From an optimization exercise on the open Yosys and OpenROAD flow, aimed at small area; shortcuts taken in it are not production practice.
The RTL was checked by simulation tests, not by an equivalence proof against the original design.

## flow/design.v (module list and top-level ports; edited modules follow where they fit)
// module mult_32x32: 1612 lines
// module Integrator: 19 lines
// module Integrator_fast: 164 lines
// module net_state_ctrl: 15 lines
// module pdnn_update: 81 lines
module pdnn_update (clk, reset, en, h, g1, g2, g3, g4, x1, x2, u, v);
  // ...
==> flow/flow/run.sh <==
#!/bin/bash
# The standard layout (the standard.sh, with its standard synthesis),
# with one change: each port gets a sky130_fd_sc_hd__buf_1 as its buffer
# instead of the default clkdlybuf4s50_1.
set -euo pipefail
export BUFFER_PORTS_ARGS="-buffer_cell sky130_fd_sc_hd__buf_1"
bash standard.sh finish > standard_flow.log 2>&1
==> flow/standard.sh <==
#!/bin/bash
# synth_recipe.tcl (not shown) runs the flow's synth.tcl, then flattens the netlist and writes it again
# the make line also repeats each setting of config.mk as NAME=value (left out here)
make -C /OpenROAD-flow-scripts/flow DESIGN_CONFIG=/design/flow/config.mk WORK_HOME=/design/flow/orfs CLKGATE_MAP_FILE= SYNTH_SCRIPT=/design/flow/synth_recipe.tcl "${@:-finish}"
==> flow/config.mk <==
export PLATFORM = sky130hd
export DESIGN_NAME = pdnn_update
export DESIGN_NICKNAME = pdnn_update
export VERILOG_FILES = /design/flow/design.v
export SDC_FILE = /design/flow/constraint.sdc
export NUM_CORES = 4
export LEC_CHECK = 0
export ABC_AREA = 1
export CAP_MARGIN = 0
export CORE_MARGIN = 2
export CORE_UTILIZATION = 65
export CTS_BUF_LIST = sky130_fd_sc_hd__clkbuf_16
export CTS_CLUSTER_DIAMETER = 80
export CTS_CLUSTER_SIZE = 30
export SLEW_MARGIN = 0
==> flow/constraint.sdc <==
create_clock -name core_clock -period 20.0 [get_ports {clk}]
set_input_delay 4.0000 -clock core_clock [delete_from_list [all_inputs] [get_ports {clk}]]
set_output_delay 4.0000 -clock core_clock [all_outputs]
set_load 0.01 [all_outputs]
==> results.py, run 1 <==
metrics = {
    "drt": {
        "wl_per_cell_um": 23.5,
        "first_pass_iters": 7,
        "via_per_inst": 6.17,
        "vias": 41100,
        "drcViolationCount": 0,
        "wirelength_um": 157000,
    },
    "layout": {
        "comb.multi_input.count": 3907,
        "nNetsFinal": 6446,
        "layout.clock_buffers": 25,
        "area_delta_synth_final_pct": 7.56,
        "multiInputGateArea_sq_mm": 0.0287,
    },
    "placed_design": {
        "dp_slack_ns": 0.398,
    },
    "synth": {
        "yosysTopAreaCellShare_pct": 19.1,
        "synth_edf_count": 288,
        "ys_seq_area_share_pct": 26.9,
        "syn_area_per_cell_sq_um": 8.11,
        "yosys.area_share.adder_pct": 22.7,
    },
    "worst_setup_path": {
        "cp_top_family": "adder cells",
        "required_ns": 16.00,
        "cp-start-kind": "register",
        "crit_top_cell": "fa_1",
        "r2r-start": "pend",
        "critPathKind": "reg -> out",
    },
    "hold_path": {
        "hold_depth": 2,
    },
    "sta": {
        "hold_viol": 0,
        "finalCriticalPeriod_ns": 19.55,
        "grt_setup_unrepaired": "no",
        "fin_hold_ws_ns": 0.439,
        "timing.fmax_mhz": 51.1,
    },
    "cts": {
        "post-cts-setup-buffers": 4,
        "clk_pin_slew_ns": 0.12,
        "clock_sinks": 465,
        "hold_buffers": 0,
    },
    "die": {
        "die_area_sq_mm": 0.0718,
        "tap_cells": 931,
    },
    "global_route": {
        "grt_start_max_net_pins": 144,
        "met1_usage_pct": 53.5,
    },
    "status": {
        "outcome": "finished clean",
    },
}
==> run 2, diff against run 1 <==
==> flow/flow/run.sh (replaced) <==
#!/bin/bash
# The standard layout (the standard.sh, with its standard synthesis),
# with two changes: each port gets a sky130_fd_sc_hd__buf_1 as its buffer
# instead of the default clkdlybuf4s50_1, and timing-driven global
# placement does not keep the buffers its internal repair inserts
# (GPL_KEEP_OVERFLOW=0); the later repair steps still fix slew, capacitance
# and timing.
set -euo pipefail
export BUFFER_PORTS_ARGS="-buffer_cell sky130_fd_sc_hd__buf_1"
export GPL_KEEP_OVERFLOW=0
bash standard.sh finish > standard_flow.log 2>&1
--- a/flow/config.mk
+++ b/flow/config.mk
@@ -8,8 +8,7 @@
 export ABC_AREA = 1
 export CAP_MARGIN = 0
 export CORE_MARGIN = 2
-export CORE_UTILIZATION = 65
-export CTS_BUF_LIST = sky130_fd_sc_hd__clkbuf_16
-export CTS_CLUSTER_DIAMETER = 80
-export CTS_CLUSTER_SIZE = 30
+export CORE_UTILIZATION = 55
+export CTS_BUF_LIST = sky130_fd_sc_hd__clkbuf_8
+export CTS_CLUSTER_SIZE = 20
 export SLEW_MARGIN = 0
==> run 2 against run 1 <==
  * Still clean on timing, DRC and antenna
  * Clock skew shrank 0.0033 ns
  * Via count hardly changed
  * Worst setup slack improved by 0.011 ns
  * Clock-buffer cell count rose by 75
  * Sequential share of layout area down 1.3 points
  * Global-route usage shrank 4.4 points
  * Critical path depth down 1
  * Routed wire length rose by 7.5%
  * Worst hold slack worse by 0.016 ns
  * Largest cell class unchanged
  * Highest routed layer unchanged
==> results.py, run 2 <==
metrics = {
    "hold_path": {
        "worstHoldStart": "ht[6]",
        "min-delay-path-class": "reg -> reg",
        "hold_depth": 0,
    },
    "sta": {
        "fin_skew_ns": 0.0497,
        "slew_headroom_pct": 12.1,
        "tightestPinTransition_ns": 1.32,
        "fin_hold_ws_ns": 0.423,
        "final.setup.tns_ns": 0,
        "finalCriticalPeriod_ns": 19.54,
        "setup_viol": 0,
        "finalMaxSlewViolations": 0,
        "hold_viol": 0,
        "timing.fmax_mhz": 51.2,
        "finalCritPeriodShare_pct": 97.7,
        "layout_setup_ws_ns": 0.461,
    },
    "worst_setup_path": {
        "arrival_ns": 15.54,
        "cp-end-kind": "output pin",
        "required_ns": 16.00,
        "r2r-start": "pend",
        "slowest_stage": "clkinvlp_2",
        "critPathMaxStageDelay_ns": 1.18,
        "cp-start-kind": "input pin",
        "crit_top_cell": "inv_1",
        "worstPathMaxFanout": 15,
        "crit_path_start": "h[0]",
        "critPathKind": "in -> out",
        "r2r_cells": 48,
    },
    "synth": {
        "yosys-top-cells-area": "edfxtp_1 19%, fa_1 19%, xor2_1 9.9%, nand2_1 9.7%, dfxtp_1 7.8%",
        "yosysTopAreaCellShare_pct": 19.1,
        "netlist_area_sq_mm": 0.0453,
        "synth_compound_area_share_pct": 13.4,
        "async_flop_share_pct": 0,
        "yosysUniqueCellTypes": 61,
        "yosysWarnings": 2,
        "ys_ff_latch": 465,
        "yosys.cell_count.top_type": "nand2_1",
        "syn_inst": 5583,
        "synthMuxAreaShare_pct": 0.265,
        "yosysTopAreaCell": "edfxtp_1",
        "synthFlopType": "edfxtp_1",
        "syn_area_per_cell_sq_um": 8.11,
        "synth_xor_area_share_pct": 11.2,
        "synthesis.nets": 6316,
        "yosys.area_share.adder_pct": 22.7,
        "synth_edf_count": 288,
        "synthSimpleGateAreaFrac_pct": 15.2,
        "synth_top_family_by_area": "adder cells",
        "synth_commonest_cells": "1170 x nand2_1, 806 x inv_1, 514 x xor2_1, 431 x o22ai_1, 419 x fa_1",
        "ys_seq_area_share_pct": 26.9,
    },
    "die": {
        "start_util_pct": 55.4,
        "rows": 105,
        "die_h_um": 291,
        "die_area_sq_mm": 0.0846,
        "ioPinCount": 291,
        "core_area_sq_mm": 0.0817,
        "die_w_um": 291,
    },
    "drt": {
        "wirelength_um": 168000,
        "drtIter0Drc": 4085,
        "via_per_inst": 5.93,
        "wl_per_cell_um": 24.3,
        "drcViolationCount": 0,
        "vias": 41100,
        "first_pass_iters": 8,
        "drt.antenna.violating_nets": 0,
    },
    "layout": {
        "nFillCells": 7364,
        "register_area_sq_mm": 0.0122,
        "nNetsFinal": 6513,
        "multiInputGateArea_sq_mm": 0.0290,
        "final_common_cell": "nand2_1",
        "drive_above_1_share_pct": 8.17,
        "area_delta_synth_final_pct": 13.3,
        "mostFrequentLayoutCells": "1153 x nand2_1, 825 x inv_1, 512 x xor2_1",
        "stdcell_count": 6930,
    },
    "placed_design": {
        "io_buffers": 290,
        "hpwl_um": 116000,
        "dp_slack_ns": -1.86,
        "gp_congestion": 0.925,
        "dp_cells": 6679,
    },
    "global_route": {
        "grt_pass1_wl_um": 251000,
        "grt_start_max_net_pins": 101,
        "antenna_found_initial": 8,
        "gr-usage-all-layers_pct": 39.3,
        "grt_pass1_vias": 40200,
        "overflow": 0,
    },
    "cts": {
        "h-tree-depth": 3,
        "hold_buffers": 0,
        "cts_root_buffer": "clkbuf_8",
        "clock_sinks": 465,
        "clk_latency_ns": 0.73,
        "clockBufferDepth": 3,
        "cts_tree": "yes",
        "numCtsBuffers": 85,
        "clk_pin_slew_ns": 0.06,
    },
    "status": {
        "outcome": "finished clean",
    },
    "run": {
        "cap_violations": 0,
    },
}
-- run 2: cell counts after synthesis --
Identical to the previous run, type by type.
-- run 2: routing by layer --
layer	GRT usage [%]	part of all wire (%)
met1	48.4	37
met2	62.6	46
met4	22.6	6.0
met3	10.3	11
met5	0	0.020
-- run 2: path summary, 6_finish.rpt --
check | slack, ns | end
setup reg to reg | 5.17 | a1[22]
hold / removal | 0.42 | hc[6]
setup / recovery | 0.46 | v[10]
hold reg to reg | 0.42 | hc[6]
-- run 2: worst max-delay path, delay by kind of cell --
family | cells | cell delay (ns)
AOI/OAI and AO/OA | 9 | 2.83
and+or+nand+nor | 13 | 2.23
adders and majority gates | 8 | 3.53
xor gates and xnor gates | 2 | 0.39
buffers and inverters | 13 | 2.54
-- run 2: through the flow --
stage | instance area (sq um) | util (%)
after floorplan | 45300 | -
after global placement | 46200 | 56.6
after detailed placement | 48400 | 59.2
after CTS | 50700 | 62.1
after global routing | 51300 | 62.8
final | 51300 | 62.8
-- run 2: final cells by class --
cell class	instances	area share, %
Multi-Input combinational cell	3907	56.6
Timing Repair Buffer	470	7.18
Antenna cell	7	0.0342
Clock inverter	60	0.595
Inverter	840	6.32
Timing Repair inverter	11	0.185
Clock buffer	100	2.68
Tap cell	1070	2.61
Sequential cell	465	23.8
-- run 2: cell families after synthesis --
logic type               count (synthesis)
AO/OA/AOI/OAI                         1025
XOR/XNOR                               577
adder cells (fa/ha/maj)                570
buffers and inverters                 1211
flip-flops                             465
multiplexers                            12
AND/OR/NAND/NOR                       1723
-- run 2: what timing repair did --
| item | 4_1_cts | 5_1_grt |
|---|---|---|
| pin swaps | 3 | 6 |
| gates cloned | 14 | 4 |
| endpoints found under the setup margin | 62 | 62 |
| gates resized for setup | 45 | 48 |
| buffers inserted | 20 | 45 |

port drivers added, routing unchanged:
Ports are ideal in the flow. The routed layouts listed here were re-timed in OpenROAD.
Step 1, drivers: a clkbuf_16 drives clk and a buf_2 each remaining input, both assumed.
Step 2, shift: input delay + t, output delay - t, t = (earliest + latest rising clock arrival at the registers) / 2. This alone moves slack from input paths to output paths.
Three values: no drivers, after step 1, after step 2; two values: the first two.
run | t, ns | setup slack, ns | clock arrival spread, ns | cell pins on the clock port's net
run 1 | 0.677 | 0.449 / 0.383 / 0.806 | 0.053 / 0.053 | 1
run 2 | 0.768 | 0.461 / 0.416 / 0.416 | 0.050 / 0.050 | 1
After both steps setup and hold are still met in every run listed. For run 2, which loses most, drivers alone change the setup slack by -0.045 ns; drivers and shift together by -0.045 ns.
